Context: an optimization exercise on an open-source flow, tuned for small area. The choices shown serve that exercise and are no tape-out recipe. The RTL was checked by simulation tests, not by an equivalence proof against the original design. Power figures rest on the tool's default switching activity, not on a simulated workload.

`flow/design.v`:
```
module apb_logi (input pclk,
                  input reset_n,
                  input [31:0]paddress,
                  input pwrite,
                  input pselx,
                  input penable,
                  input [31:0]pwdata,
                  output reg pslverr,                 
                  output reg pready,
                  output reg [31:0]prdata
                  );
reg [31:0]read_only;
reg [31:0]write_only;
reg [31:0]read_write;
reg [31:0]fixed_only;
reg psel1;
reg penable1;
reg [31:0]address1;
reg pwrite1;
reg [31:0]pwdata1;
always@(posedge pclk)
begin
   psel1<=pselx;
   penable1<=penable;
   address1<=paddress;
   pwrite1<=pwrite;
   pwdata1<=pwdata;
end
always@(posedge pclk)
begin
   read_only<=write_only;
   if(~reset_n)
      begin
      prdata<=0;
      pslverr<=0;
      pready<=0;
      read_only<=0;
      write_only<=0;
      read_write<=0;
      fixed_only<=32'hAA;
      end
   else if(penable && pselx && ~penable1 && psel1 &&(pwdata==pwdata1) && (paddress==address1) && (pwrite==pwrite1))
    begin
           pslverr<=0;
           pready<=0;
           prdata<=0;    
           case(paddress)
               32'd0:     begin 
                              if(pwrite)
                                    begin
                                    pready<=1;
                                    pslverr<=0;
                                    end
                             else
                                    begin
                                    pready<=1;
                                    prdata<=read_only;
                                    end 
                            end
              32'd4:      begin
                                if(pwrite)
                                    begin
                                    pready<=1;
                                    read_write<=pwdata;
                                    end
                                else
                                    begin
                                   	pready<=1;
	                                prdata<=read_write;
                                    end
                         end
               32'd8:     begin
                                if(pwrite)
                                    begin
                                    pready<=1;
                                    write_only<=pwdata;
                                    end
                                else
                                    begin
                                    pready<=1; 
                                    pslverr<=1;
                                    prdata<=32'd0;
                                    end
                           end
             32'd12:      begin
                               if(pwrite)
                                    begin
                                    pready<=1;
                                    pslverr<=1;              
                                    end
                               else
                                    begin
                                    pready<=1;
                                    prdata<=fixed_only;
                                    end
                          end
             default:     begin
                                   if(pwrite)
                                    begin
                                    pready<=1;
                                    pslverr<=1;              
                                    end
                               else
                                    begin
                                    pready<=1;
                                    pslverr<=1;              
                                    prdata<=32'h40;
													                 end
                       end
              endcase
      end
  else if( penable && pselx && ~penable1 && psel1 && ((pwdata!=pwdata1) || (paddress!=address1) || (pwrite!=pwrite1)))
            begin
             pready<=1;
              pslverr<=1;
	    if(!pwrite1)
		prdata<=32'h0;
           end
   else if( penable && pselx && ~penable1 && ~psel1 )
            begin
             pready<=1;
              pslverr<=1;
		 if(!pwrite1)
		prdata<=32'h0;	  
           end
   else if( ~penable)
           begin
            pready<=0;
            pslverr<=0;
            prdata<=0;
          end
               else
                        begin
                        pready<=0;
                        pslverr<=0;
                        prdata<=0;
                        end               
end
endmodule
```
`flow/run.sh`:
```
#!/bin/bash
# synth_recipe.tcl (not shown) runs the flow's synth.tcl, then flattens the netlist and writes it again
# the make line also repeats each setting of config.mk as NAME=value (left out here)
make -C /OpenROAD-flow-scripts/flow DESIGN_CONFIG=/design/flow/config.mk WORK_HOME=/design/flow/orfs CLKGATE_MAP_FILE= SYNTH_SCRIPT=/design/flow/synth_recipe.tcl finish
```
`flow/config.mk`:
```
export PLATFORM = sky130hd
export DESIGN_NAME = apb_logi
export DESIGN_NICKNAME = apb_logi
export VERILOG_FILES = /design/flow/design.v
export SDC_FILE = /design/flow/constraint.sdc
export NUM_CORES = 4
export LEC_CHECK = 0
export CAP_MARGIN = 20
export CORE_MARGIN = 2
export CORE_UTILIZATION = 40
export SLEW_MARGIN = 20
```
`flow/constraint.sdc`:
```
create_clock -name core_clock -period 5.0 [get_ports {pclk}]
set_input_delay 1.0000 -clock core_clock [delete_from_list [all_inputs] [get_ports {pclk}]]
set_output_delay 1.0000 -clock core_clock [all_outputs]
set_load 0.01 [all_outputs]
```
==> results of run 1 <==
[worst max-delay path by stage]
| stage | cells past startpoint | end | slack, ns |
|---|---|---|---|
| after floorplan | 9 | write_only[10] | 2.34 |
| after global placement | 8 | read_write[24] | 1.04 |
| after detailed placement | 8 | read_write[27] | 0.98 |
| after CTS | 8 | read_write[27] | 1.43 |
| after global routing | 8 | read_write[16] | 1.24 |
| final | 8 | read_write[27] | 1.39 |
[Yosys cell counts]
cell,n
nand4b_1,1
nor4_1,21
nor3_1,2
xnor2_1,10
clkbuf_1,15
nand3_1,2
buf_2,7
nand2_1,158
nor3b_1,1
mux2_2,27
nand4_1,6
o21ai_0,1
inv_1,32
buf_6,4
and2_1,1
nand4_2,1
dfxtp_1,197
xor2_1,56
nor2_1,3
buf_12,3
nor4_2,1
o21a_1,1
nor4_4,1
nand2b_1,3
and4_1,1
and4b_1,1
buf_4,1
nand2_2,1
nor2b_1,4
mux2i_1,97
buf_1,2
o221ai_1,4
[worst min-delay path, delay by kind of cell, from the launching register on]
family / cells / cell delay, ns
DFF: 1 / 0.31
and+or+nand+nor: 1 / 0.05
buffers and inverters: 1 / 0.05
[kinds of logic (layout without fill, tap and decap cells)]
logic type / count (synthesis) / after routing / share of synthesized area [%]
AO/OA/AOI/OAI: 6 / 6 / 0.669
flip-flops: 197 / 197 / 55.5
buffers and inverters: 64 / 175 / 4.67
XOR/XNOR: 66 / 66 / 8.13
AND/OR/NAND/NOR: 208 / 208 / 13.1
multiplexers: 124 / 124 / 17.9
[registers in the layout (all words and copies together) (netlist names)]
register / cells
address1: 32
prdata: 32
pwdata1: 32
read_only: 32
read_write: 32
write_only: 32
penable1: 1
pready: 1
psel1: 1
pslverr: 1
pwrite1: 1
[area by class of cell]
cell class / instances / area share, %
clock buffers: 21 / 5.22
inverters: 32 / 1.36
repair buffers: 111 / 12.4
clock inverters: 11 / 0.893
multi-input cells: 404 / 32.2
flip-flops and latches: 197 / 44.7
well taps: 225 / 3.19
[where the power goes]
part / internal, uW / switching, uW
Combinational: 83.8 / 89.4
Clock: 663 / 587
Sequential: 1600 / 11.8
Total: 2340 / 688
[stage by stage]
stage / instances / setup slack, ns / instance area [um^2] / total power [uW]
floorplan: 665 / 2.34 / 7110 / 1720
global placement: 969 / 1.04 / 8280 / 1820
detailed placement: 969 / 0.975 / 8280 / 1820
CTS: 1001 / 1.43 / 8820 / 3060
global route: 1001 / 1.24 / 8820 / 3130
finish: 1001 / 1.39 / 8820 / 3030
[routing by layer]
metal	up-vias	wire length [um]
li1	2366	-
met1	2210	7550
met2	78	7690
met3	18	584
met4	0	209
met5	-	0
==> run summary, run 1 <==
Core ar. 17400 um^2; CTS resizes 0; DR WL/cell between 15 and 20 um; Yosys cell types 32; share of the synthesized area in the top cell type 55.5%; CTS max path bufs 2; TritonCTS clock tree done; Power Density 344 nW/um^2; most common cell after layout, fill and taps aside dfxtp_1; largest area contributor in the netlist dfxtp_1; Synth area leaders dfxtp_1 (55%), mux2i_1 (14%), nand2_1 (8.3%); outcome no timing/DRC/antenna violations; First-pass DRT Iterations 4; final net count 832; Routed Antenna Nets 0; via count 4672; warnings from Yosys 1; synthesized net count 734; kind of critical path primary input to flip-flop; Worst setup SP type primary input; RSZ-0062 raised after global routing no; fraction of layout cells with a size suffix above 1 9.41%; Clk Latency, worst-skew pair 0.43 ns; Fillers 1578; CP Capture Type flip-flop; DR vias/cell 4.67; Post-Syn Instances 665; global routing usage on met2 30.0%; Tightest Pin Transition slightly above 0.8 ns; number of antenna diodes 0; Die ar. about 19000 um^2; hpwl dp 11400 um; FMAX 0.277 GHz; DRC viols 0; Finished Core Util 50.8%; WHS Path Cells 2; WP data required 5.31 ns; register area share after synthesis around 55%; Reg2Reg Capture Point read_write[27]; Die W 137 um; GRT Max-Usage Layer met2; met3 usage 4.56%; first-pass GRT wire length roughly 25000 um; Total GRT Usage 17.9%; Fin. Hold Viols 0; mapped cell area 7110 um^2; skew final 0.0103 ns; number of global-route vias before repair ~5000; IO buf count 102; max cap viols 0; Reg area 3940 um^2; routability congestion estimate 0.807; Synth-to-Final Area Change 24.2%; WHS Endpoint read_only[29]; Multi-input gate area 2840 um^2; I/O pin total 103; Setup Viol. Count Final 0; post-CTS setup buffers 0; CTS Sinks slightly below 200; Clk pin slew, worst setup/hold paths approximately 0.070 ns; CP cell instances clkdlybuf4s50_1 -> xor2_1 -> nor4_1 -> nand2_1 -> nor4_4 -> nand4_2 -> buf_12 -> mux2i_1; CTS buffer count 17; Setup TNS Final 0 ns; Crit Reg-Reg Startpoint pwdata1[23]; Yosys reg bits 197; WHS around 0.43 ns; grt met1 use roughly 23%; Critical Path AT 3.92 ns; initial DRC count around 220; CP max stage cell clkdlybuf4s50_1; Initial Util 40.9%; final WL about 16000 um; reg2reg path depth 7; peak supply drop between 0.0002 and 0.00025 V; Tmin final 3.61 ns; Hold Crit Class flip-flop to flip-flop; Critical Path Fanout Max 24; reg-to-reg slack, setup 2.17 ns; largest net degree at the start of global routing 80; Pins Over Slew Limit 0; relative slew slack between 40% and 50%; most frequent cells in the layout dfxtp_1 (197), nand2_1 (158), clkdlybuf4s50_1 (101); Worst Hold Launch write_only[29]; fin crit share 72.1%; Buf+Inv Stages, Crit Path 2; cell class contributing the biggest share of worst-path delay simple AND/OR/NAND/NOR gates; antenna violations before repair 0; LEAKAGE roughly 0.004 uW; # hold bufs at CTS 0; Rows 48; Die Span Y 137 um; Max stage delay on crit path approximately 0.65 ns; Clk Tree Root Cell clkbuf_16; synthesized area per cell 10.7 um^2; CP Launch Point paddress[3]; H-tree Lvls 4; total gr overflow 0
==> run 2: changes to the inputs <==
==> flow/design.v (replaced) <==
module apb_logi (input pclk,
                 input reset_n,
                 input [31:0] paddress,
                 input pwrite,
                 input pselx,
                 input penable,
                 input [31:0] pwdata,
                 output reg pslverr,
                 output reg pready,
                 output [31:0] prdata
                 );
reg        en1;
reg [2:0]  code1;
reg [31:0] wd1;
reg [31:0] rw;
reg [31:0] wo;
reg        zrw, zwo;
reg        srw, swo, saa;
wire adr_ok = ~|{paddress[31:4], paddress[1:0]};
wire refused = (paddress[3] & ~paddress[2] & ~pwrite) |
               (paddress[3] &  paddress[2] &  pwrite);
wire valid = pselx & adr_ok & ~refused;
wire [2:0] code = valid ? {paddress[3:2], pwrite} : 3'b100;
wire first = penable & pselx & ~en1;
wire match = valid & (code1 == code) & (pwdata == wd1);
wire ok = first & match;
always @(posedge pclk) begin
   en1   <= penable;
   code1 <= code;
   wd1   <= pwdata;
   pready  <= reset_n & first;
   pslverr <= reset_n & first & ~match;
   srw <= ok & (code == 3'b010) & ~zrw;
   swo <= ok & (code == 3'b000) & ~zwo;
   saa <= ok & (code == 3'b110);
   if (ok & (code == 3'b011))
      rw <= pwdata;
   if (ok & (code == 3'b101))
      wo <= pwdata;
   if (~reset_n) begin
      zrw <= 1'b1;
      zwo <= 1'b1;
   end else begin
      if (ok & (code == 3'b011))
         zrw <= 1'b0;
      if (ok & (code == 3'b101))
         zwo <= 1'b0;
   end
end
assign prdata = ({32{srw}} & rw) | ({32{swo}} & wo) | ({32{saa}} & 32'h000000AA);
endmodule
==> flow/flow/run.sh (new file) <==
#!/bin/bash
set -euo pipefail
export BUFFER_PORTS_ARGS="-buffer_cell sky130_fd_sc_hd__buf_1"
export CTS_ARGS="-sink_clustering_enable -repair_clock_nets -dont_use_dummy_load -buf_list sky130_fd_sc_hd__clkbuf_8 -sink_clustering_size 40 -sink_clustering_max_diameter 150"
bash standard.sh > standard.log 2>&1
==> flow/standard.sh (new file) <==
#!/bin/bash
# synth_recipe.tcl (not shown) runs the flow's synth.tcl, then flattens the netlist and writes it again
# the make line also repeats each setting of config.mk as NAME=value (left out here)
make -C /OpenROAD-flow-scripts/flow DESIGN_CONFIG=/design/flow/config.mk WORK_HOME=/design/flow/orfs CLKGATE_MAP_FILE= SYNTH_SCRIPT=/design/flow/synth_recipe.tcl "${@:-finish}"
--- a/flow/config.mk
+++ b/flow/config.mk
@@ -7,5 +7,5 @@
 export LEC_CHECK = 0
-export CAP_MARGIN = 20
+export CAP_MARGIN = 0
 export CORE_MARGIN = 2
 export CORE_UTILIZATION = 40
-export SLEW_MARGIN = 20
+export SLEW_MARGIN = 0
removed: flow/run.sh
==> run 2 against run 1 <==
  * Still clean
  * Clock skew is 0.025 ns higher
  * Hold slack better by 0.046 ns
  * Utilization is 2.5 points lower
  * Combinational power is 62% lower
  * Maximum frequency is 18% higher
  * Count of clock-buffer cells in the layout is 12 lower
  * Setup slack better by 0.56 ns
  * Critical endpoint is now wo[9]
  * Highest routed layer unchanged
==> run summary, run 2 <==
top routing layer in use met4 (unchanged); Non-Filler Instances 450 (was 1001); final WL 7130 um (was 16000 um); first-pass GRT wire length 10900 um (was 25100 um); Total GRT Usage 14.2% (was 17.9%); Critical Path Fanout Max 28 (was 24); synthesized net count 299 (was 734); Die ar. 10200 um^2 (was 18800 um^2); most common cell after layout, fill and taps aside buf_1 (was dfxtp_1); Yosys reg bits 107 (was 197); most instantiated cells after synthesis edfxtp_1 (64), dfxtp_1 (43), a22o_1 (28), xor2_1 (24), xnor2_1 (12) (was dfxtp_1 (197), nand2_1 (158), mux2i_1 (97), xor2_1 (56), inv_1 (32)); # hold bufs at CTS 0 (unchanged); final net count 410 (was 832); relative slew slack 51.2% (was 46.4%); async set or reset register ratio after synthesis 0% (unchanged); CTS buffer count 9 (was 17); Die Span Y 101 um (was 137 um); CP Capture Type flip-flop (unchanged); antenna violations before repair 0 (unchanged); RSZ-0062 raised after global routing no (unchanged); fin crit share 61.0% (was 72.1%); share of the synthesized area in the top cell type 51.0% (was 55.5%); mapped cell area 3770 um^2 (was 7110 um^2); Regs by FF count rw: 32 flops, wd1: 32 flops, wo: 32 flops; Clk Tree Root Cell clkbuf_8 (was clkbuf_16); I/O pin total 103 (unchanged); EDFF count, synth 64 (was 0); peak supply drop 0.000119 V (was 0.000240 V); number of global-route vias before repair 2241 (was 4868); Fillers 831 (was 1578); Synth-to-Final Area Change 17.9% (was 24.2%); post-CTS setup buffers 0 (unchanged); Synth Flop Type edfxtp_1 (was dfxtp_1); Worst setup SP type primary input (unchanged); Yosys cell types 29 (was 32); TritonCTS clock tree done (unchanged); placed insts 441 (was 969); LEAKAGE 0.00150 uW (was 0.00395 uW); via count 2290 (was 4672); outcome no timing/DRC/antenna violations (unchanged); Reg area 2780 um^2 (was 3940 um^2); Tightest Pin Transition 0.726 ns (was 0.804 ns); Setup TNS Final 0 ns (unchanged); post-route met1 wirelength 3120 um (was 7550 um); number of antenna diodes 0 (unchanged); Setup Viol. Count Final 0 (unchanged); warnings from Yosys 1 (unchanged); Pins Over Slew Limit 0 (unchanged); Max stage delay on crit path 0.51 ns (was 0.65 ns); synthesized area per cell 16.4 um^2 (was 10.7 um^2); kind of critical path primary input to flip-flop (unchanged); Post-Syn Instances 230 (was 665); Rows 35 (was 48); Routed Antenna Nets 0 (unchanged); DR WL/cell 15.8 um (was 16.0 um); Tmin final 3.05 ns (was 3.61 ns); DRC viols 0 (unchanged); Hold Crit Class flip-flop to flip-flop (unchanged); Die W 101 um (was 137 um); Critical Path AT 3.04 ns (was 3.92 ns); Clk pin slew, worst setup/hold paths 0.07 ns (about the same); Core ar. 9200 um^2 (was 17400 um^2); fraction of layout cells with a size suffix above 1 6.78% (was 9.41%); CP cell instances buf_1 -> xor2_1 -> nor4_1 -> nand4_1 -> nor4_4 -> buf_4 (was clkdlybuf4s50_1 -> xor2_1 -> nor4_1 -> nand2_1 -> nor4_4 -> nand4_2 -> buf_12 -> mux2i_1); initial DRC count 58 (was 224); largest area contributor in the netlist edfxtp_1 (was dfxtp_1); max cap viols 0 (unchanged); CTS resizes 0 (unchanged); WHS 0.480 ns (was 0.433 ns); CP max stage cell nor4_4 (was clkdlybuf4s50_1); met2 wire length 3470 um (was 7690 um); register area share after synthesis 73.8% (was 55.5%); Fin. Hold Viols 0 (unchanged); Multi-input gate area 968 um^2 (was 2840 um^2); hpwl dp 4990 um (was 11400 um); routability congestion estimate 0.739 (was 0.807); largest net degree at the start of global routing 29 (was 80); Finished Core Util 48.3% (was 50.8%); total gr overflow 0 (unchanged); CTS max path bufs 2 (unchanged); Routed met3 length 443 um (was 584 um); DR vias/cell 5.09 (was 4.67); Initial Util 41.0% (was 40.9%); Clk Latency, worst-skew pair 0.36 ns (was 0.43 ns); H-tree Lvls 3 (was 4); skew final 0.0355 ns (was 0.0103 ns); most frequent cells in the layout buf_1 (102), edfxtp_1 (64), dfxtp_1 (43) (was dfxtp_1 (197), nand2_1 (158), clkdlybuf4s50_1 (101)); Synth area leaders edfxtp_1 (51%), dfxtp_1 (23%), a22o_1 (6.5%) (was dfxtp_1 (55%), mux2i_1 (14%), nand2_1 (8.3%)); most frequent cell after synthesis edfxtp_1 (was dfxtp_1); WP data required 4.99 ns (was 5.31 ns); IO buf count 102 (unchanged); FMAX 0.328 GHz (was 0.277 GHz); Power Density 319 nW/um^2 (was 344 nW/um^2); First-pass DRT Iterations 4 (unchanged); CTS Sinks 107 (was 197)
==> run 2: cell count changes in the layout (fill, tap and decap cells not counted), moves of 30 or more <==
cell / change
dfxtp_1: -154
edfxtp_1: +64
xor2_1: -32
nand2_1: -156
inv_1: -30
buf_1: +102
clkdlybuf4s50_1: -101
mux2i_1: -97
==> run 2: layout make-up <==
cell class | count | share of cell area, %
sequential | 107 | 62.6
timing repair buffer | 107 | 9.46
clock buffer | 9 | 2.79
inverter | 2 | 0.169
multi-input combinational | 114 | 21.8
tap | 111 | 3.13
==> run 2: worst max-delay path, delay by kind of cell <==
kind / cells / cell delay (ns)
buffers and inverters: 2 / 0.57
and+or+nand+nor: 3 / 1.30
xor gates and xnor gates: 1 / 0.15
==> run 2: kinds of logic after synthesis <==
| family | after synthesis | synth area share, % |
|---|---|---|
| AO/OA/AOI/OAI | 36 | 8.27 |
| AND/OR/NAND/NOR | 42 | 8.60 |
| flip-flops | 107 | 73.8 |
| XOR/XNOR | 36 | 8.37 |
| buffers and inverters | 9 | 0.930 |
==> run 2: worst paths after layout <==
| path | from | to | slack [ns] | depth (start not counted) |
|---|---|---|---|---|
| max | pwdata[23] | wo[9] | 1.95 | 6 |
| min | zwo | zwo | 0.48 | 2 |
| min reg2reg | zwo | zwo | 0.48 | 2 |
| max reg2reg | wd1[23] | wo[9] | 2.40 | 5 |
==> run 2: metrics by stage <==
step	setup slack, ns	cell area, um^2	power (uW)
final	1.95	4440	1410
after global routing	1.62	4440	1470
after CTS	1.86	4440	1430
after detailed placement	1.52	4320	1040
after global placement	1.52	4320	1040
after floorplan	0.777	3770	998
==> run 2: report_power, final <==
part	switching [uW]	internal (uW)
Combinational	36.4	28.8
Clock	235	162
Sequential	6.16	946
Total	278	1140
==> run 2: metal layers <==
layer | track usage (%) | up-vias
met1 | 17.9 | 1091
met5 | 0 | -
li1 | - | 1105
met3 | 3.61 | 10
met4 | 5.61 | 0
met2 | 23.3 | 84
==> run 3: changes to the inputs <==
==> flow/run.sh (new file) <==
#!/bin/bash
# synth_recipe.tcl (not shown) runs the flow's synth.tcl, then flattens the netlist and writes it again
# the make line also repeats each setting of config.mk as NAME=value (left out here)
make -C /OpenROAD-flow-scripts/flow DESIGN_CONFIG=/design/flow/config.mk WORK_HOME=/design/flow/orfs CLKGATE_MAP_FILE= SYNTH_SCRIPT=/design/flow/synth_recipe.tcl finish
--- a/flow/config.mk
+++ b/flow/config.mk
@@ -7,5 +7,5 @@
 export LEC_CHECK = 0
-export CAP_MARGIN = 0
+export CAP_MARGIN = 20
 export CORE_MARGIN = 2
 export CORE_UTILIZATION = 40
-export SLEW_MARGIN = 0
+export SLEW_MARGIN = 20
removed: flow/flow/run.sh
removed: flow/standard.sh
==> run 3 against run 2 <==
  * Total power rose by 14%
  * First-iteration DRC count fell by 43%
  * Still clean on timing, DRC and antenna
  * Critical endpoint is now rw[7]
  * Count of clock-buffer cells in the layout rose by 3
  * Clock power rose by about 40%
  * Utilization rose by 8.0 points
==> run summary, run 3 <==
first-pass GRT wire length 11400 um (was 10900 um); kind of critical path primary input to flip-flop (unchanged); Clk pin slew, worst setup/hold paths 0.09 ns (was 0.07 ns); async set or reset register ratio after synthesis 0% (unchanged); Synth-to-Final Area Change 37.5% (was 17.9%); number of global-route vias before repair 2350 (was 2241); Initial Util 41.0% (unchanged); # hold bufs at CTS 0 (unchanged); WP data required 5.05 ns (was 4.99 ns); max cap viols 0 (unchanged); critical path depth 6 (unchanged); I/O pin total 103 (unchanged); internal power 1300 uW (was 1140 uW); CTS resizes 0 (unchanged); Synth Flop Type edfxtp_1 (unchanged); DRC viols 0 (unchanged); Core ar. 9200 um^2 (unchanged); Rows 35 (unchanged); Crit Reg-Reg Startpoint wd1[23] (unchanged); clock power share 34.5% (was 28.1%); antenna violations before repair 0 (unchanged); FMAX 0.289 GHz (was 0.328 GHz); sequential group share of total power 59.3% (was 67.3%); EDFF count, synth 64 (unchanged); Pins Over Slew Limit 0 (unchanged); routability congestion estimate 0.785 (was 0.739); fin crit share 69.2% (was 61.0%); combinational power share 6.3% (was 4.6%); peak supply drop 0.000185 V (was 0.000119 V); most instantiated cells after synthesis edfxtp_1 (64), dfxtp_1 (43), a22o_1 (28), xor2_1 (24), xnor2_1 (12) (unchanged); H-tree Lvls 3 (unchanged); RSZ-0062 raised after global routing no (unchanged); Reg2Reg Capture Point rw[7] (was wo[9]); CTS max path bufs 2 (unchanged); Max stage delay on crit path 0.70 ns (was 0.51 ns); register area share after synthesis 73.8% (unchanged); IO buf count 102 (unchanged); most common cell after layout, fill and taps aside clkdlybuf4s50_1 (was buf_1); CTS buffer count 9 (unchanged); DR WL/cell 15.9 um (was 15.8 um); Hold Crit Class flip-flop to flip-flop (unchanged); Clk Tree Root Cell clkbuf_8 (unchanged); First-pass DRT Iterations 4 (unchanged); via count 2322 (was 2290); Setup TNS Final 0 ns (unchanged); Yosys cell types 29 (unchanged); Die W 101 um (unchanged); Buf+Inv Stages, Crit Path 2 (unchanged); Yosys reg bits 107 (unchanged); final WL 7250 um (was 7130 um); Regs by FF count rw: 32 flops, wd1: 32 flops, wo: 32 flops (unchanged); total gr overflow 0 (unchanged); reg2reg path depth 5 (unchanged); P_sw 312 uW (was 278 uW); DR vias/cell 5.08 (was 5.09); synthesized area per cell 16.4 um^2 (unchanged); share of the synthesized area in the top cell type 51.0% (unchanged); Tmin final 3.46 ns (was 3.05 ns); LEAKAGE 0.00180 uW (was 0.00150 uW); Die Span Y 101 um (unchanged); Critical Path AT 3.51 ns (was 3.04 ns); Clk Latency, worst-skew pair 0.35 ns (was 0.36 ns); final net count 410 (unchanged); Fin. Hold Viols 0 (unchanged); CP Capture Type flip-flop (unchanged); cell class contributing the biggest share of worst-path delay simple AND/OR/NAND/NOR gates (unchanged); CP cell instances clkdlybuf4s50_1 -> xor2_1 -> nor4_1 -> nand4_1 -> nor4_4 -> buf_12 (was buf_1 -> xor2_1 -> nor4_1 -> nand4_1 -> nor4_4 -> buf_4); mapped cell area 3770 um^2 (unchanged); post-CTS setup buffers 0 (unchanged); reg-to-reg slack, setup 2.37 ns (was 2.40 ns); TritonCTS clock tree done (unchanged); largest area contributor in the netlist edfxtp_1 (unchanged); fraction of layout cells with a size suffix above 1 7.80% (was 6.78%); CP Launch Point pwdata[15] (was pwdata[23]); Tightest Pin Transition 0.758 ns (was 0.726 ns); warnings from Yosys 1 (unchanged); CP max stage cell nor4_4 (unchanged); Worst setup SP type primary input (unchanged); largest net degree at the start of global routing 33 (was 29); hpwl dp 5020 um (was 4990 um); most frequent cells in the layout clkdlybuf4s50_1 (102), edfxtp_1 (64), dfxtp_1 (43) (was buf_1 (102), edfxtp_1 (64), dfxtp_1 (43)); sw frac 19.4% (was 19.6%); Total GRT Usage 15.0% (was 14.2%); outcome no timing/DRC/antenna violations (unchanged); Setup Viol. Count Final 0 (unchanged); synthesized net count 299 (unchanged); crit path to rw[7] (was wo[9]); Synth area leaders edfxtp_1 (51%), dfxtp_1 (23%), a22o_1 (6.5%) (unchanged); skew final 0.0105 ns (was 0.0355 ns); number of antenna diodes 0 (unchanged); relative slew slack 49.0% (was 51.2%); Die ar. 10200 um^2 (unchanged); Power Density 310 nW/um^2 (was 319 nW/um^2); initial DRC count 33 (was 58); Routed Antenna Nets 0 (unchanged); Critical Path Fanout Max 25 (was 28); most frequent cell after synthesis edfxtp_1 (unchanged); Post-Syn Instances 230 (unchanged); CTS Sinks 107 (unchanged); Finished Core Util 56.3% (was 48.3%)
run 3: tightest hold or removal path: stages, from the launching register on:
cell	delay (ns)
dfxtp_1	0.32
inv_1	0.05
o21ai_1	0.06
run 3: area by class of cell:
type                       count  area (um^2)
inverter                       2         7.51
fill                         773         4020
tap                          111          139
multi-input combinational    114          968
clock buffer                  12          135
clock inverter                 4         76.3
timing repair buffer         107         1070
sequential                   107         2780
run 3: worst min-delay path by stage:
stage | startpoint | to | depth (start not counted)
2_1_floorplan | zrw | zrw | 2
6_report | zwo | zwo | 2
3_5_place_dp | zwo | zwo | 2
4_1_cts | zwo | zwo | 2
5_1_grt | zwo | zwo | 2
3_3_place_gp | zwo | zwo | 2
run 3: routing by layer:
| layer | global-route usage, % | routed length (um) | part of all wire (%) | vias to the layer above |
|---|---|---|---|---|
| li1 | - | - | - | 1110 |
| met1 | 18.6 | 3150 | 44 | 1121 |
| met2 | 25.1 | 3520 | 49 | 80 |
| met3 | 2.98 | 425 | 5.9 | 11 |
| met4 | 7.17 | 148 | 2.0 | 0 |
| met5 | 0 | 0 | 0 | - |
run 3: cell families (layout without fill, tap and decap cells):
group	after synthesis	in the layout	share of synthesized area, %
buf+inv	9	125	0.930
simple gates	42	42	8.60
flops	107	107	73.8
xor+xnor	36	36	8.37
compound gates	36	36	8.27
run 3: power groups by stage:
| stage | Clock (uW) | Sequential, uW | Combinational (uW) |
|---|---|---|---|
| CTS | 570 | 952 | 102 |
| floorplan | 0 | 972 | 26.3 |
| global route | 609 | 954 | 109 |
| finish | 554 | 952 | 100 |
| global placement | 0 | 972 | 100 |
| detailed placement | 0 | 972 | 101 |
run 3: stage by stage:
step	std cells	hold WS [ns]	total power, uW	area [um^2]	worst slack, ns
after detailed placement	441	0.450	1070	4970	1.11
final	457	0.468	1610	5180	1.54
after CTS	457	0.465	1620	5180	1.48
after global placement	441	0.449	1070	4970	1.16
after floorplan	230	0.432	998	3770	0.777
after global routing	457	0.503	1670	5180	1.34
==> run 4: changes to the inputs <==
==> flow/flow/run.sh (new file) <==
#!/bin/bash
# Standard ORFS layout, with the smallest buffer on the ports and no dummy
# loads in the clock tree.
set -euo pipefail
export BUFFER_PORTS_ARGS="-buffer_cell sky130_fd_sc_hd__buf_1"
export CTS_ARGS="-sink_clustering_enable -repair_clock_nets -dont_use_dummy_load"
bash standard.sh > standard.log 2>&1
==> flow/standard.sh (new file) <==
#!/bin/bash
# synth_recipe.tcl (not shown) runs the flow's synth.tcl, then flattens the netlist and writes it again
# the make line also repeats each setting of config.mk as NAME=value (left out here)
make -C /OpenROAD-flow-scripts/flow DESIGN_CONFIG=/design/flow/config.mk WORK_HOME=/design/flow/orfs CLKGATE_MAP_FILE= SYNTH_SCRIPT=/design/flow/synth_recipe.tcl "${@:-finish}"
removed: flow/run.sh
==> run 4 against run 3 <==
  * Clock skew up 0.025 ns
  * Final area down 14%
  * Synthesized cell count unchanged
  * Highest routed layer unchanged
==> run summary, run 4 <==
most instantiated cells after synthesis edfxtp_1 (64), dfxtp_1 (43), a22o_1 (28), xor2_1 (24), xnor2_1 (12) (unchanged); warnings from Yosys 1 (unchanged); Clk Tree Root Cell clkbuf_8 (unchanged); Synth-to-Final Area Change 17.9% (was 37.5%); register area share after synthesis 73.8% (unchanged); outcome no timing/DRC/antenna violations (unchanged); Synth area leaders edfxtp_1 (51%), dfxtp_1 (23%), a22o_1 (6.5%) (unchanged); Post-Syn Instances 230 (unchanged); Yosys cell types 29 (unchanged); I/O pin total 103 (unchanged); post-route met1 wirelength 3120 um (was 3150 um); initial DRC count 58 (was 33); async set or reset register ratio after synthesis 0% (unchanged); CTS Sinks 107 (unchanged); Max stage delay on crit path 0.51 ns (was 0.70 ns); IO buf count 102 (unchanged); Critical Path AT 3.04 ns (was 3.51 ns); most frequent cells in the layout buf_1 (102), edfxtp_1 (64), dfxtp_1 (43) (was clkdlybuf4s50_1 (102), edfxtp_1 (64), dfxtp_1 (43)); max cap viols 0 (unchanged); Power Density 319 nW/um^2 (was 310 nW/um^2); CTS buffer count 9 (unchanged); skew final 0.0355 ns (was 0.0105 ns); Setup TNS Final 0 ns (unchanged); top routing layer in use met4 (unchanged); fraction of layout cells with a size suffix above 1 6.78% (was 7.80%); largest area contributor in the netlist edfxtp_1 (unchanged); CP Capture Type flip-flop (unchanged); met2 wire length 3470 um (was 3520 um); TritonCTS clock tree done (unchanged); synthesized net count 299 (unchanged); via count 2290 (was 2322); LEAKAGE 0.00150 uW (was 0.00180 uW); Die Span Y 101 um (unchanged); WP data required 4.99 ns (was 5.05 ns); fin area 4440 um^2 (was 5180 um^2); Tmin final 3.05 ns (was 3.46 ns); Pins Over Slew Limit 0 (unchanged); Clk Latency, worst-skew pair 0.36 ns (was 0.35 ns); kind of critical path primary input to flip-flop (unchanged); CTS max path bufs 2 (unchanged); Worst setup SP type primary input (unchanged); # hold bufs at CTS 0 (unchanged); DR WL/cell 15.8 um (was 15.9 um); Finished Core Util 48.3% (was 56.3%); CP max stage cell nor4_4 (unchanged); number of antenna diodes 0 (unchanged); First-pass DRT Iterations 4 (unchanged); Critical Path Fanout Max 28 (was 25); CP cell instances buf_1 -> xor2_1 -> nor4_1 -> nand4_1 -> nor4_4 -> buf_4 (was clkdlybuf4s50_1 -> xor2_1 -> nor4_1 -> nand4_1 -> nor4_4 -> buf_12); CTS resizes 0 (unchanged); Routed met3 length 443 um (was 425 um); Regs by FF count rw: 32 flops, wd1: 32 flops, wo: 32 flops (unchanged); Fin. Hold Viols 0 (unchanged); DR vias/cell 5.09 (was 5.08); Fillers 831 (was 773); most common cell after layout, fill and taps aside buf_1 (was clkdlybuf4s50_1); Clk pin slew, worst setup/hold paths 0.07 ns (was 0.09 ns); Die W 101 um (unchanged); Core ar. 9200 um^2 (unchanged); final WL 7130 um (was 7250 um); Hold Crit Class flip-flop to flip-flop (unchanged); hpwl dp 4990 um (was 5020 um); H-tree Lvls 3 (unchanged); Rows 35 (unchanged); Total GRT Usage 14.2% (was 15.0%); Synth Flop Type edfxtp_1 (unchanged); most frequent cell after synthesis edfxtp_1 (unchanged); Tightest Pin Transition 0.726 ns (was 0.758 ns); peak supply drop 0.000119 V (was 0.000185 V); DRC viols 0 (unchanged); largest net degree at the start of global routing 29 (was 33); Initial Util 41.0% (unchanged); EDFF count, synth 64 (unchanged); relative slew slack 51.2% (was 49.0%); first-pass GRT wire length 10900 um (was 11400 um); mapped cell area 3770 um^2 (unchanged); number of global-route vias before repair 2241 (was 2350); dpl cell area 4320 um^2 (was 4970 um^2); antenna violations before repair 0 (unchanged); Yosys reg bits 107 (unchanged); FMAX 0.328 GHz (was 0.289 GHz); Die ar. 10200 um^2 (unchanged); Setup Viol. Count Final 0 (unchanged); Routed Antenna Nets 0 (unchanged); share of the synthesized area in the top cell type 51.0% (unchanged); routability congestion estimate 0.739 (was 0.785); total gr overflow 0 (unchanged); synthesized area per cell 16.4 um^2 (unchanged); RSZ-0062 raised after global routing no (unchanged); post-CTS setup buffers 0 (unchanged); final net count 410 (unchanged); fin crit share 61.0% (was 69.2%)
run 4: cell counts after synthesis:
No cell type changed its count.
run 4: worst max-delay path, delay by kind of cell:
kind	cells	cell delay, ns
xor+xnor	1	0.15
buf+inv	2	0.57
simple gates	3	1.30
run 4: layout make-up:
| cell class | instances | area (um^2) | area share, % |
|---|---|---|---|
| Clock buffer | 9 | 124 | 2.79 |
| Sequential cell | 107 | 2780 | 62.6 |
| Inverter | 2 | 7.51 | 0.169 |
| Tap cell | 111 | 139 | 3.13 |
| Timing Repair Buffer | 107 | 420 | 9.46 |
| Multi-Input combinational cell | 114 | 968 | 21.8 |
run 4: logic make-up after synthesis:
group | after synthesis | share of synthesized area (%)
XOR/XNOR | 36 | 8.37
flip-flops | 107 | 73.8
AO/OA/AOI/OAI | 36 | 8.27
AND/OR/NAND/NOR | 42 | 8.60
buffers and inverters | 9 | 0.930
run 4: metal layers:
layer / vias up / GRT usage, %
met4: 0 / 5.61
met2: 84 / 23.3
met5: - / 0
met3: 10 / 3.61
met1: 1091 / 17.9
li1: 1105 / -
run 4: worst paths after layout:
check,startpoint,to,slack [ns],depth (start not counted)
worst min register to register,zwo,zwo,0.48,2
worst min-delay path,zwo,zwo,0.48,2
worst max register to register,wd1[23],wo[9],2.40,5
worst max-delay path,pwdata[23],wo[9],1.95,6
run 4: report_power, final:
group | total (uW) | internal [uW] | leakage, uW | switching, uW
Sequential | 952 | 946 | 0.000934 | 6.16
Combinational | 65.3 | 28.8 | 0.000504 | 36.4
Clock | 397 | 162 | 0.0000647 | 235
Total | 1410 | 1140 | 0.00150 | 278
run 4: through the flow:
stage                     total power (uW)  worst slack (ns)  instances  hold WS [ns]
after floorplan                        998             0.777        230         0.432
after global placement                1040              1.52        441         0.443
after detailed placement              1040              1.52        441         0.463
after CTS                             1430              1.86        450         0.478
after global routing                  1470              1.62        450         0.521
final                                 1410              1.95        450         0.480
==> run 5: changes to the inputs <==
--- a/flow/design.v
+++ b/flow/design.v
@@ -11,3 +11,2 @@
                  );
-reg        en1;
 reg [2:0]  code1;
@@ -23,3 +22,3 @@
 wire [2:0] code = valid ? {paddress[3:2], pwrite} : 3'b100;
-wire first = penable & pselx & ~en1;
+wire first = penable & pselx & (code1 != 3'b111);
 wire match = valid & (code1 == code) & (pwdata == wd1);
@@ -27,4 +26,3 @@
 always @(posedge pclk) begin
-   en1   <= penable;
-   code1 <= code;
+   code1 <= penable ? 3'b111 : code;
    wd1   <= pwdata;
==> flow/flow/run.sh (replaced) <==
#!/bin/bash
# Standard ORFS layout, except:
#  - synthesis is the standard synthesis with an area-oriented ABC script
#    (flow/abc_area.script) for the combinational logic; registers are untouched;
#  - the ports are buffered with the smallest buffer;
#  - no dummy loads in the clock tree.
set -euo pipefail
W=$PWD
cat > $W/area_synth.tcl <<EOT
puts "area_synth: ABC script $W/flow/abc_area.script"
proc abc {args} {
  set i [lsearch \$args -script]
  set args [lreplace \$args \$i [expr {\$i+1}] -script $W/flow/abc_area.script]
  yosys abc {*}\$args
}
source $W/synth_recipe.tcl
EOT
export BUFFER_PORTS_ARGS="-buffer_cell sky130_fd_sc_hd__buf_1"
export CTS_ARGS="-sink_clustering_enable -repair_clock_nets -dont_use_dummy_load"
bash standard.sh SYNTH_SCRIPT=$W/area_synth.tcl finish > standard.log 2>&1
==> flow/flow/abc_area.script (new file) <==
strash
&get -n
&st
&syn2
&dch -f
&nf -a
&st
&dch -f
&nf -a
&put
topo
==> run 5 against run 4 <==
  * Wire length shrank 2.4%
  * Setup slack got worse by 0.26 ns
  * Total power down 0.26%
  * Critical path type unchanged
  * Largest cell class unchanged
  * Largest power group unchanged
==> run summary, run 5 <==
outcome no timing/DRC/antenna violations (unchanged); Die W 99.4 um (was 101 um); Setup TNS Final 0 ns (unchanged); Worst Hold Launch zrw (was zwo); hpwl dp 4800 um (was 4990 um); H-tree Lvls 3 (unchanged); most instantiated cells after synthesis edfxtp_1 (64), dfxtp_1 (42), xnor2_1 (36), a22o_1 (28), nand4_1 (11) (was edfxtp_1 (64), dfxtp_1 (43), a22o_1 (28), xor2_1 (24), xnor2_1 (12)); most frequent cells in the layout buf_1 (102), edfxtp_1 (64), dfxtp_1 (42) (was buf_1 (102), edfxtp_1 (64), dfxtp_1 (43)); Synth-to-Final Area Change 19.3% (was 17.9%); synthesized net count 290 (was 299); Non-Filler Instances 445 (was 450); peak supply drop 0.000132 V (was 0.000119 V); Routed Antenna Nets 0 (unchanged); fraction of layout cells with a size suffix above 1 4.75% (was 6.78%); largest area contributor in the netlist edfxtp_1 (unchanged); largest net degree at the start of global routing 34 (was 29); post-CTS setup buffers 0 (unchanged); final WL 6960 um (was 7130 um); FMAX 0.302 GHz (was 0.328 GHz); mapped cell area 3640 um^2 (was 3770 um^2); Power Density 325 nW/um^2 (was 319 nW/um^2); Hold Crit Class flip-flop to flip-flop (unchanged); initial DRC count 58 (unchanged); share of the synthesized area in the top cell type 52.8% (was 51.0%); Clk Tree Root Cell clkbuf_8 (unchanged); Rows 34 (was 35); Initial Util 41.5% (was 41.0%); LEAKAGE 0.00137 uW (was 0.00150 uW); most common cell after layout, fill and taps aside buf_1 (unchanged); warnings from Yosys 1 (unchanged); I/O pin total 103 (unchanged); Clk Latency, worst-skew pair 0.36 ns (about the same); relative slew slack 55.2% (was 51.2%); synthesized area per cell 16.5 um^2 (was 16.4 um^2); TritonCTS clock tree done (unchanged); Clk pin slew, worst setup/hold paths 0.07 ns (about the same); first-pass GRT wire length 11000 um (was 10900 um); Synth Flop Type edfxtp_1 (unchanged); DRC viols 0 (unchanged); register area share after synthesis 75.9% (was 73.8%); DR WL/cell 15.6 um (was 15.8 um); Crit Reg-Reg Startpoint wd1[22] (was wd1[23]); final net count 408 (was 410); Synth area leaders edfxtp_1 (53%), dfxtp_1 (23%), xnor2_1 (8.7%) (was edfxtp_1 (51%), dfxtp_1 (23%), a22o_1 (6.5%)); WHS 0.436 ns (was 0.480 ns); routability congestion estimate 0.768 (was 0.739); async set or reset register ratio after synthesis 0% (unchanged); max cap viols 0 (unchanged); DR vias/cell 5.00 (was 5.09); Pins Over Slew Limit 0 (unchanged); kind of critical path primary input to flip-flop (unchanged); antenna violations before repair 0 (unchanged); IO buf count 102 (unchanged); dpl cell area 4220 um^2 (was 4320 um^2); Die Span Y 99.4 um (was 101 um); CP Launch Point paddress[19] (was pwdata[23]); total gr overflow 0 (unchanged); Fin. Hold Viols 0 (unchanged); RSZ-0062 raised after global routing no (unchanged); via count 2225 (was 2290); CP Capture Type flip-flop (unchanged); WP data required 4.98 ns (was 4.99 ns); Post-Syn Instances 221 (was 230); First-pass DRT Iterations 4 (unchanged); Core ar. 8760 um^2 (was 9200 um^2); number of antenna diodes 0 (unchanged); Die ar. 9880 um^2 (was 10200 um^2); Tmin final 3.31 ns (was 3.05 ns); Regs by FF count rw: 32 flops, wd1: 32 flops, wo: 32 flops (unchanged); skew final 0.0344 ns (was 0.0355 ns); Yosys reg bits 106 (was 107); CTS buffer count 9 (unchanged); number of global-route vias before repair 2232 (was 2241); placed insts 436 (was 441); Setup Viol. Count Final 0 (unchanged); EDFF count, synth 64 (unchanged); Total GRT Usage 14.6% (was 14.2%); CTS Sinks 106 (was 107); CTS resizes 0 (unchanged); # hold bufs at CTS 0 (unchanged); Yosys cell types 22 (was 29); fin area 4340 um^2 (was 4440 um^2); fin crit share 66.2% (was 61.0%); Worst setup SP type primary input (unchanged); most frequent cell after synthesis edfxtp_1 (unchanged); Critical Path AT 3.29 ns (was 3.04 ns); Tightest Pin Transition 0.667 ns (was 0.726 ns); CTS max path bufs 2 (unchanged); Critical Path Fanout Max 33 (was 28)
## run 5: cell types whose count changed after synthesis, moves of 3 or more
cell,change
and2_1,-3
nand4_1,+4
and2_0,+3
xor2_1,-24
nor4_2,-6
nor4b_1,-3
xnor2_1,+24
clkbuf_1,-6
## run 5: metal layers
layer	track usage [%]	vias to the layer above	routed length [um]
li1	-	1089	-
met1	18.5	1050	3160
met3	3.09	11	363
met4	6.64	0	124
met5	0	-	0
met2	24.1	75	3310
## run 5: final timing paths
path | to | slack, ns | depth (start not counted)
max | wo[25] | 1.69 | 7
min | srw | 0.44 | 1
max reg2reg | wo[25] | 2.26 | 6
min reg2reg | srw | 0.44 | 1
## run 5: stage by stage
| step | util (%) | power (uW) | worst slack, ns |
|---|---|---|---|
| global route | 49.6 | 1470 | 1.43 |
| finish | 49.6 | 1410 | 1.69 |
| detailed placement | 48.2 | 1030 | 1.34 |
| floorplan | - | 995 | 0.236 |
| global placement | 48.2 | 1030 | 1.45 |
| CTS | 49.6 | 1430 | 1.70 |
## run 5: critical path, stage by stage
cell and delay, ns:
buf_1 0.07, nor4_1 0.30, nand4_1 0.21, nor3_1 0.61, nand2_1 0.26, a2111oi_4 0.36
buf_4 0.46
## run 5: area by class of cell
class / count / area (um^2)
Tap cell: 108 / 135
Timing Repair Buffer: 107 / 420
Sequential cell: 106 / 2760
Inverter: 2 / 7.51
Fill cell: 784 / 4420
Clock buffer: 9 / 124
Multi-Input combinational cell: 113 / 895
## run 5: kinds of logic (layout without fill, tap and decap cells)
kind of cell	Yosys count	after routing	share of synthesized area, %
compound gates	38	38	8.87
flops	106	106	75.9
simple gates	39	39	6.39
buf+inv	2	118	0.206
xor+xnor	36	36	8.66
## run 5: report_power, final
part | switching [uW] | internal (uW)
clock | 236 | 162
sequential | 6.43 | 939
combinational | 34.4 | 33.9
total | 277 | 1130
==> run 6: changes to the inputs <==
--- a/flow/config.mk
+++ b/flow/config.mk
@@ -10,2 +10,3 @@
 export CORE_UTILIZATION = 40
+export PLACE_DENSITY = 0.9
 export SLEW_MARGIN = 20
==> run 6 against run 5 <==
  * Sequential share of layout area up 0.24 points
  * Hold slack better by 0.012 ns
  * Maximum frequency decreased by 11%
  * Combinational power hardly changed
  * Non-clock buffer count fell by 2
  * Critical path type unchanged
  * Largest cell class unchanged
  * Largest power group unchanged
==> run summary, run 6 <==
async set or reset register ratio after synthesis 0% (unchanged); final WL 7220 um (was 6960 um); Setup Viol. Count Final 0 (unchanged); number of global-route vias before repair 2375 (was 2232); via count 2268 (was 2225); EDFF count, synth 64 (unchanged); most instantiated cells after synthesis edfxtp_1 (64), dfxtp_1 (42), xnor2_1 (36), a22o_1 (28), nand4_1 (11) (unchanged); mapped cell area 3640 um^2 (unchanged); DR WL/cell 16.3 um (was 15.6 um); WHS 0.448 ns (was 0.436 ns); Synth Area in Compound Gates 8.87% (unchanged); routability congestion estimate 0.842 (was 0.768); register area share after synthesis 75.9% (unchanged); Post-Syn Instances 221 (unchanged); CP cell instances buf_1 -> nor4_1 -> nand4_1 -> nor3_1 -> nand2_1 -> a2111oi_4 -> buf_4 (unchanged); largest area contributor in the netlist edfxtp_1 (unchanged); Critical Path AT 3.71 ns (was 3.29 ns); total gr overflow 0 (unchanged); CTS Sinks 106 (unchanged); # hold bufs at CTS 0 (unchanged); largest net degree at the start of global routing 33 (was 34); relative slew slack 48.6% (was 55.2%); number of antenna diodes 0 (unchanged); CTS buffer count 9 (unchanged); kind of critical path primary input to flip-flop (unchanged); WP data required 5.01 ns (was 4.98 ns); Reg2Reg Capture Point wo[7] (was wo[25]); Critical Path Fanout Max 25 (was 33); Multi-input gate area 895 um^2 (unchanged); Synth Flop Type edfxtp_1 (unchanged); Pins Over Slew Limit 0 (unchanged); most frequent cell after synthesis edfxtp_1 (unchanged); reg2reg path depth 6 (unchanged); synthesized area per cell 16.5 um^2 (unchanged); most frequent cells in the layout buf_1 (102), edfxtp_1 (64), dfxtp_1 (40) (was buf_1 (102), edfxtp_1 (64), dfxtp_1 (42)); post-CTS setup buffers 0 (unchanged); Yosys cell types 22 (unchanged); Tightest Pin Transition 0.767 ns (was 0.667 ns); Synth-to-Final Area Change 19.0% (was 19.3%); Setup TNS Final 0 ns (unchanged); max cap viols 0 (unchanged); TritonCTS clock tree done (unchanged); CP max stage cell a2111oi_4 (was nor3_1); mux contribution to synthesized area 0% (unchanged); Routed Antenna Nets 0 (unchanged); DRC viols 0 (unchanged); Simple-Gate Fraction of Synth Area 6.39% (unchanged); outcome no timing/DRC/antenna violations (unchanged); Tmin final 3.70 ns (was 3.31 ns); Clk Latency, worst-skew pair 0.37 ns (was 0.36 ns); CP Capture Type flip-flop (unchanged); most common cell after layout, fill and taps aside buf_1 (unchanged); first-pass GRT wire length 11800 um (was 11000 um); Reg area 2770 um^2 (was 2760 um^2); fraction of layout cells with a size suffix above 1 4.78% (was 4.75%); initial DRC count 68 (was 58); I/O pin total 103 (unchanged); hpwl dp 5160 um (was 4800 um); Fin. Hold Viols 0 (unchanged); DR vias/cell 5.12 (was 5.00); Die Span Y 99.4 um (unchanged); Crit Reg-Reg Startpoint code1[2] (was wd1[22]); largest family of logic cells by synthesized area compound AO/OA/AOI/OAI gates (unchanged); Synth area leaders edfxtp_1 (53%), dfxtp_1 (23%), xnor2_1 (8.7%) (unchanged); Clk Tree Root Cell clkbuf_8 (unchanged); synthesized net count 290 (unchanged); Power Density 326 nW/um^2 (was 325 nW/um^2); Total GRT Usage 15.6% (was 14.6%); warnings from Yosys 1 (unchanged); fin crit share 74.0% (was 66.2%); peak supply drop 0.000182 V (was 0.000132 V); Rows 34 (unchanged); LEAKAGE 0.00136 uW (was 0.00137 uW); Hold Crit Class flip-flop to flip-flop (unchanged); Yosys reg bits 106 (unchanged); CTS max path bufs 2 (unchanged); reg-to-reg slack, setup 2.00 ns (was 2.26 ns); FMAX 0.270 GHz (was 0.302 GHz); final net count 406 (was 408); Core ar. 8760 um^2 (unchanged); Final Total Pwr 1410 uW (about the same); Worst Setup Slack post-DPL 0.864 ns (was 1.34 ns); Max stage delay on crit path 0.70 ns (was 0.61 ns); Worst setup SP type primary input (unchanged); Worst Hold Launch zrw (unchanged); adder-cell share of the synthesized area 0% (unchanged); WHS Path Cells 1 (unchanged); skew final 0.0377 ns (was 0.0344 ns); Initial Util 41.5% (unchanged); Die ar. 9880 um^2 (unchanged); H-tree Lvls 3 (unchanged); RSZ-0062 raised after global routing no (unchanged); Die W 99.4 um (unchanged); share of the synthesized area in the top cell type 52.8% (unchanged); Regs by FF count rw: 32 flops, wd1: 32 flops, wo: 32 flops (unchanged); IO buf count 102 (unchanged); Post-Synth XOR/XNOR Area 8.66% (unchanged); WHS Endpoint srw (unchanged); Fillers 773 (was 784); First-pass DRT Iterations 4 (unchanged); antenna violations before repair 0 (unchanged); Clk pin slew, worst setup/hold paths 0.08 ns (was 0.07 ns); worst setup margin 1.30 ns (was 1.69 ns); CTS resizes 0 (unchanged)
[run 6: metal layers]
metal	wire length, um	GRT usage [%]
met1	2960	17.8
met2	3670	27.3
met3	500	5.97
met4	84	4.74
met5	0	0
[run 6: how the worst max path moves through the flow]
stage / from / end / cells after the start
after global placement: paddress[27] / wo[9] / 7
final: paddress[19] / wo[7] / 7
after detailed placement: paddress[19] / wo[8] / 7
after global routing: paddress[19] / wo[7] / 7
after floorplan: paddress[19] / rw[0] / 5
after CTS: paddress[19] / wo[7] / 7
[run 6: final cells by class]
| cell class | instances | share of cell area [%] |
|---|---|---|
| flip-flops and latches | 106 | 63.8 |
| repair buffers | 105 | 9.36 |
| multi-input cells | 113 | 20.7 |
| clock buffers | 9 | 2.86 |
| well taps | 108 | 3.12 |
| inverters | 2 | 0.173 |
[run 6: cell families (layout without fill, tap and decap cells)]
family	Yosys count	after routing
AND/OR/NAND/NOR	39	39
XOR/XNOR	36	36
AO/OA/AOI/OAI	38	38
buffers and inverters	2	116
flip-flops	106	106
[run 6: power breakdown]
group | total, uW | internal [uW] | switching [uW]
Combinational | 68.1 | 33.9 | 34.3
Clock | 399 | 162 | 238
Sequential | 946 | 939 | 6.82
Total | 1410 | 1130 | 279
[run 6: critical path: cells and delay by family]
| kind | cells | cell delay, ns |
|---|---|---|
| and+or+nand+nor | 4 | 1.48 |
| buffers and inverters | 2 | 0.52 |
| AOI/OAI and AO/OA | 1 | 0.70 |
[run 6: metrics by stage]
| stage | instance area [um^2] | cells | util, % |
|---|---|---|---|
| after floorplan | 3650 | 221 | - |
| after global placement | 4210 | 434 | 48.0 |
| after detailed placement | 4210 | 434 | 48.0 |
| after CTS | 4330 | 443 | 49.4 |
| after global routing | 4330 | 443 | 49.4 |
| final | 4330 | 443 | 49.4 |
==> run 7: changes to the inputs <==
--- a/flow/config.mk
+++ b/flow/config.mk
@@ -9,4 +9,4 @@
 export CORE_MARGIN = 2
-export CORE_UTILIZATION = 40
-export PLACE_DENSITY = 0.9
+export CORE_UTILIZATION = 65
+export PLACE_DENSITY = 0.85
 export SLEW_MARGIN = 20
==> run 7 against run 6 <==
  * Sequential power about the same
  * Via count increased by 1.5%
  * Hold slack got worse by 0.0076 ns
  * Combinational power about the same
  * Sequential cell count did not move
  * Non-clock buffer count grew 1
  * Clock skew fell by 0.014 ns
==> run summary, run 7 <==
outcome no timing/DRC/antenna violations (unchanged); Power Density 327 nW/um^2 (was 326 nW/um^2); WHS Endpoint srw (unchanged); reg2reg path depth 6 (unchanged); CP Capture Type flip-flop (unchanged); initial DRC count 157 (was 68); Clk Tree Root Cell clkbuf_8 (unchanged); H-tree Lvls 3 (unchanged); relative slew slack 53.3% (was 48.6%); Die W 78.8 um (was 99.4 um); sw frac 19.3% (was 19.7%); Critical Path Fanout Max 33 (was 25); Setup TNS Final 0 ns (unchanged); Hold Crit Class flip-flop to flip-flop (unchanged); via count 2303 (was 2268); RSZ-0062 raised after global routing no (unchanged); Rows 27 (was 34); Yosys reg bits 106 (unchanged); cell class contributing the biggest share of worst-path delay simple AND/OR/NAND/NOR gates (unchanged); CP max stage cell nor3_1 (was a2111oi_4); most common cell after layout, fill and taps aside buf_1 (unchanged); async set or reset register ratio after synthesis 0% (unchanged); synthesized net count 290 (unchanged); FMAX 0.302 GHz (was 0.270 GHz); register area share after synthesis 75.9% (unchanged); peak supply drop 0.000244 V (was 0.000182 V); I/O pin total 103 (unchanged); WHS Path Cells 1 (unchanged); Synth Flop Type edfxtp_1 (unchanged); share of the synthesized area in the top cell type 52.8% (unchanged); Crit Reg-Reg Startpoint wd1[27] (was code1[2]); WP data required 4.99 ns (was 5.01 ns); Clk pin slew, worst setup/hold paths 0.08 ns (about the same); Clk Latency, worst-skew pair 0.35 ns (was 0.37 ns); Fin. Hold Viols 0 (unchanged); largest area contributor in the netlist edfxtp_1 (unchanged); DR vias/cell 5.64 (was 5.12); number of global-route vias before repair 2248 (was 2375); max cap viols 0 (unchanged); skew final 0.0235 ns (was 0.0377 ns); most frequent cell after synthesis edfxtp_1 (unchanged); kind of critical path primary input to flip-flop (unchanged); first-pass GRT wire length 10300 um (was 11800 um); DR WL/cell 16.4 um (was 16.3 um); total gr overflow 0 (unchanged); mapped cell area 3640 um^2 (unchanged); Post-Syn Instances 221 (unchanged); LEAKAGE 0.00137 uW (was 0.00136 uW); Initial Util 66.5% (was 41.5%); synthesized area per cell 16.5 um^2 (unchanged); critical path depth 7 (unchanged); Pins Over Slew Limit 0 (unchanged); fin area 4290 um^2 (was 4330 um^2); DRC viols 0 (unchanged); Routed Antenna Nets 0 (unchanged); largest net degree at the start of global routing 34 (was 33); Regs by FF count rw: 32 flops, wd1: 32 flops, wo: 32 flops (unchanged); Finished Core Util 78.4% (was 49.4%); final net count 407 (was 406); Synth-to-Final Area Change 17.9% (was 19.0%); Buf+Inv Stages, Crit Path 2 (unchanged); most instantiated cells after synthesis edfxtp_1 (64), dfxtp_1 (42), xnor2_1 (36), a22o_1 (28), nand4_1 (11) (unchanged); Worst setup SP type primary input (unchanged); Worst Hold Launch zrw (unchanged); Tmin final 3.31 ns (was 3.70 ns); Synth area leaders edfxtp_1 (53%), dfxtp_1 (23%), xnor2_1 (8.7%) (unchanged); CTS max path bufs 2 (unchanged); number of antenna diodes 0 (unchanged); fraction of layout cells with a size suffix above 1 4.76% (was 4.78%); Die Span Y 78.8 um (was 99.4 um); sequential group share of total power 67.3% (was 66.9%); Core ar. 5470 um^2 (was 8760 um^2); CTS Sinks 106 (unchanged); Yosys cell types 22 (unchanged); # hold bufs at CTS 0 (unchanged); antenna violations before repair 0 (unchanged); post-CTS setup buffers 0 (unchanged); Total GRT Usage 22.7% (was 15.6%); Setup Viol. Count Final 0 (unchanged); Reg2Reg Capture Point wo[8] (was wo[7]); P_sw 270 uW (was 279 uW); TritonCTS clock tree done (unchanged); dpl cell area 4170 um^2 (was 4210 um^2); routability congestion estimate 0.874 (was 0.842); EDFF count, synth 64 (unchanged); warnings from Yosys 1 (unchanged); internal power 1130 uW (about the same); CP cell instances buf_1 -> xnor2_1 -> and2_0 -> nor3_1 -> nand2_1 -> a2111oi_4 -> buf_4 (was buf_1 -> nor4_1 -> nand4_1 -> nor3_1 -> nand2_1 -> a2111oi_4 -> buf_4); fin crit share 66.2% (was 74.0%); clock power share 27.8% (was 28.3%); most frequent cells in the layout buf_1 (102), edfxtp_1 (64), dfxtp_1 (41) (was buf_1 (102), edfxtp_1 (64), dfxtp_1 (40)); reg-to-reg slack, setup 2.30 ns (was 2.00 ns); combinational power share 4.9% (was 4.8%); hpwl dp 4640 um (was 5160 um); Critical Path AT 3.30 ns (was 3.71 ns); Die ar. 6220 um^2 (was 9880 um^2); First-pass DRT Iterations 4 (unchanged); Fillers 345 (was 773); CTS buffer count 9 (unchanged); final WL 6690 um (was 7220 um); IO buf count 102 (unchanged); CTS resizes 0 (unchanged); Max stage delay on crit path 0.58 ns (was 0.70 ns); Tightest Pin Transition 0.695 ns (was 0.767 ns)
## run 7: cell counts after synthesis
No cell type changed its count.
## run 7: layer usage
metal | GRT usage [%] | up-vias | part of all wire, %
li1 | - | 1091 | -
met1 | 26.6 | 1093 | 39
met2 | 39.9 | 106 | 52
met3 | 5.23 | 13 | 6.2
met4 | 10.5 | 0 | 2.5
met5 | 0 | - | 0
## run 7: worst max path at each step
stage	from	end	slack (ns)
after floorplan	paddress[19]	rw[0]	0.24
after detailed placement	paddress[2]	wo[22]	1.40
after global routing	paddress[23]	wo[6]	1.51
final	paddress[2]	wo[8]	1.69
after CTS	paddress[2]	wo[17]	1.76
after global placement	paddress[2]	wo[13]	1.51
## run 7: cell families (layout without fill, tap and decap cells)
kind of cell / after synthesis / after routing / synth area share [%]
buffers and inverters: 2 / 117 / 0.206
xor gates and xnor gates: 36 / 36 / 8.66
and+or+nand+nor: 39 / 39 / 6.39
DFF: 106 / 106 / 75.9
AOI/OAI and AO/OA: 38 / 38 / 8.87
## run 7: stage by stage
step	hold WS, ns	worst slack, ns	total power [uW]	cells
floorplan	0.404	0.236	995	221
global placement	0.426	1.51	1030	399
detailed placement	0.431	1.40	1030	399
CTS	0.444	1.76	1410	408
global route	0.461	1.51	1450	408
finish	0.440	1.69	1400	408
## run 7: power groups by stage
stage          combinational [uW]  sequential [uW]  clock (uW)
6_report                     68.3              946         391
5_1_grt                      75.8              947         425
4_1_cts                      69.1              946         399
3_5_place_dp                 68.6              966           0
3_3_place_gp                 65.7              965           0
2_1_floorplan                30.2              965           0
## run 7: final cells by class
type / instances / area (um^2) / area share (%)
timing repair buffer: 106 / 413 / 9.62
inverter: 2 / 7.51 / 0.175
multi-input combinational: 113 / 895 / 20.8
clock buffer: 9 / 124 / 2.89
tap: 72 / 90.1 / 2.10
sequential: 106 / 2760 / 64.4

what the ideal ports hide:
How much do the figures lean on ideal ports? The routed layouts below were timed once more, with nothing changed but the port constraints. Step 1: set_driving_cell puts a clkbuf_16 on pclk and a buf_2 on each other input, an assumption about the parent block. Step 2 moves the port delays by t, midway between the first and last clock arrival at a register: inputs arrive t later, outputs are due t later. That takes back most of the time a late clock gives input paths. Slacks: no drivers / after step 1 / after step 2; pairs: no drivers / after step 1.
| run | t, ns | setup WS [ns] | hold slack, ns | worst setup path after step 2 |
|---|---|---|---|---|
| run 1 | 0.468 | 1.394 / 1.414 / 0.946 | 0.433 / 0.433 / 0.433 | input to register |
| run 2 | 0.373 | 1.951 / 1.953 / 1.579 | 0.480 / 0.480 / 0.480 | input to register |
| run 3 | 0.379 | 1.541 / 1.545 / 1.167 | 0.468 / 0.468 / 0.468 | input to register |
| run 4 | 0.373 | 1.951 / 1.953 / 1.579 | 0.480 / 0.480 / 0.480 | input to register |
| run 5 | 0.373 | 1.692 / 1.695 / 1.322 | 0.436 / 0.436 / 0.436 | input to register |
| run 6 | 0.381 | 1.298 / 1.294 / 0.914 | 0.448 / 0.448 / 0.448 | input to register |
| run 7 | 0.373 | 1.690 / 1.695 / 1.321 | 0.440 / 0.440 / 0.440 | input to register |
After both steps setup and hold are still met in every run listed. For run 1, which loses most, drivers alone change the setup slack by +0.020 ns; drivers and shift together by -0.448 ns.
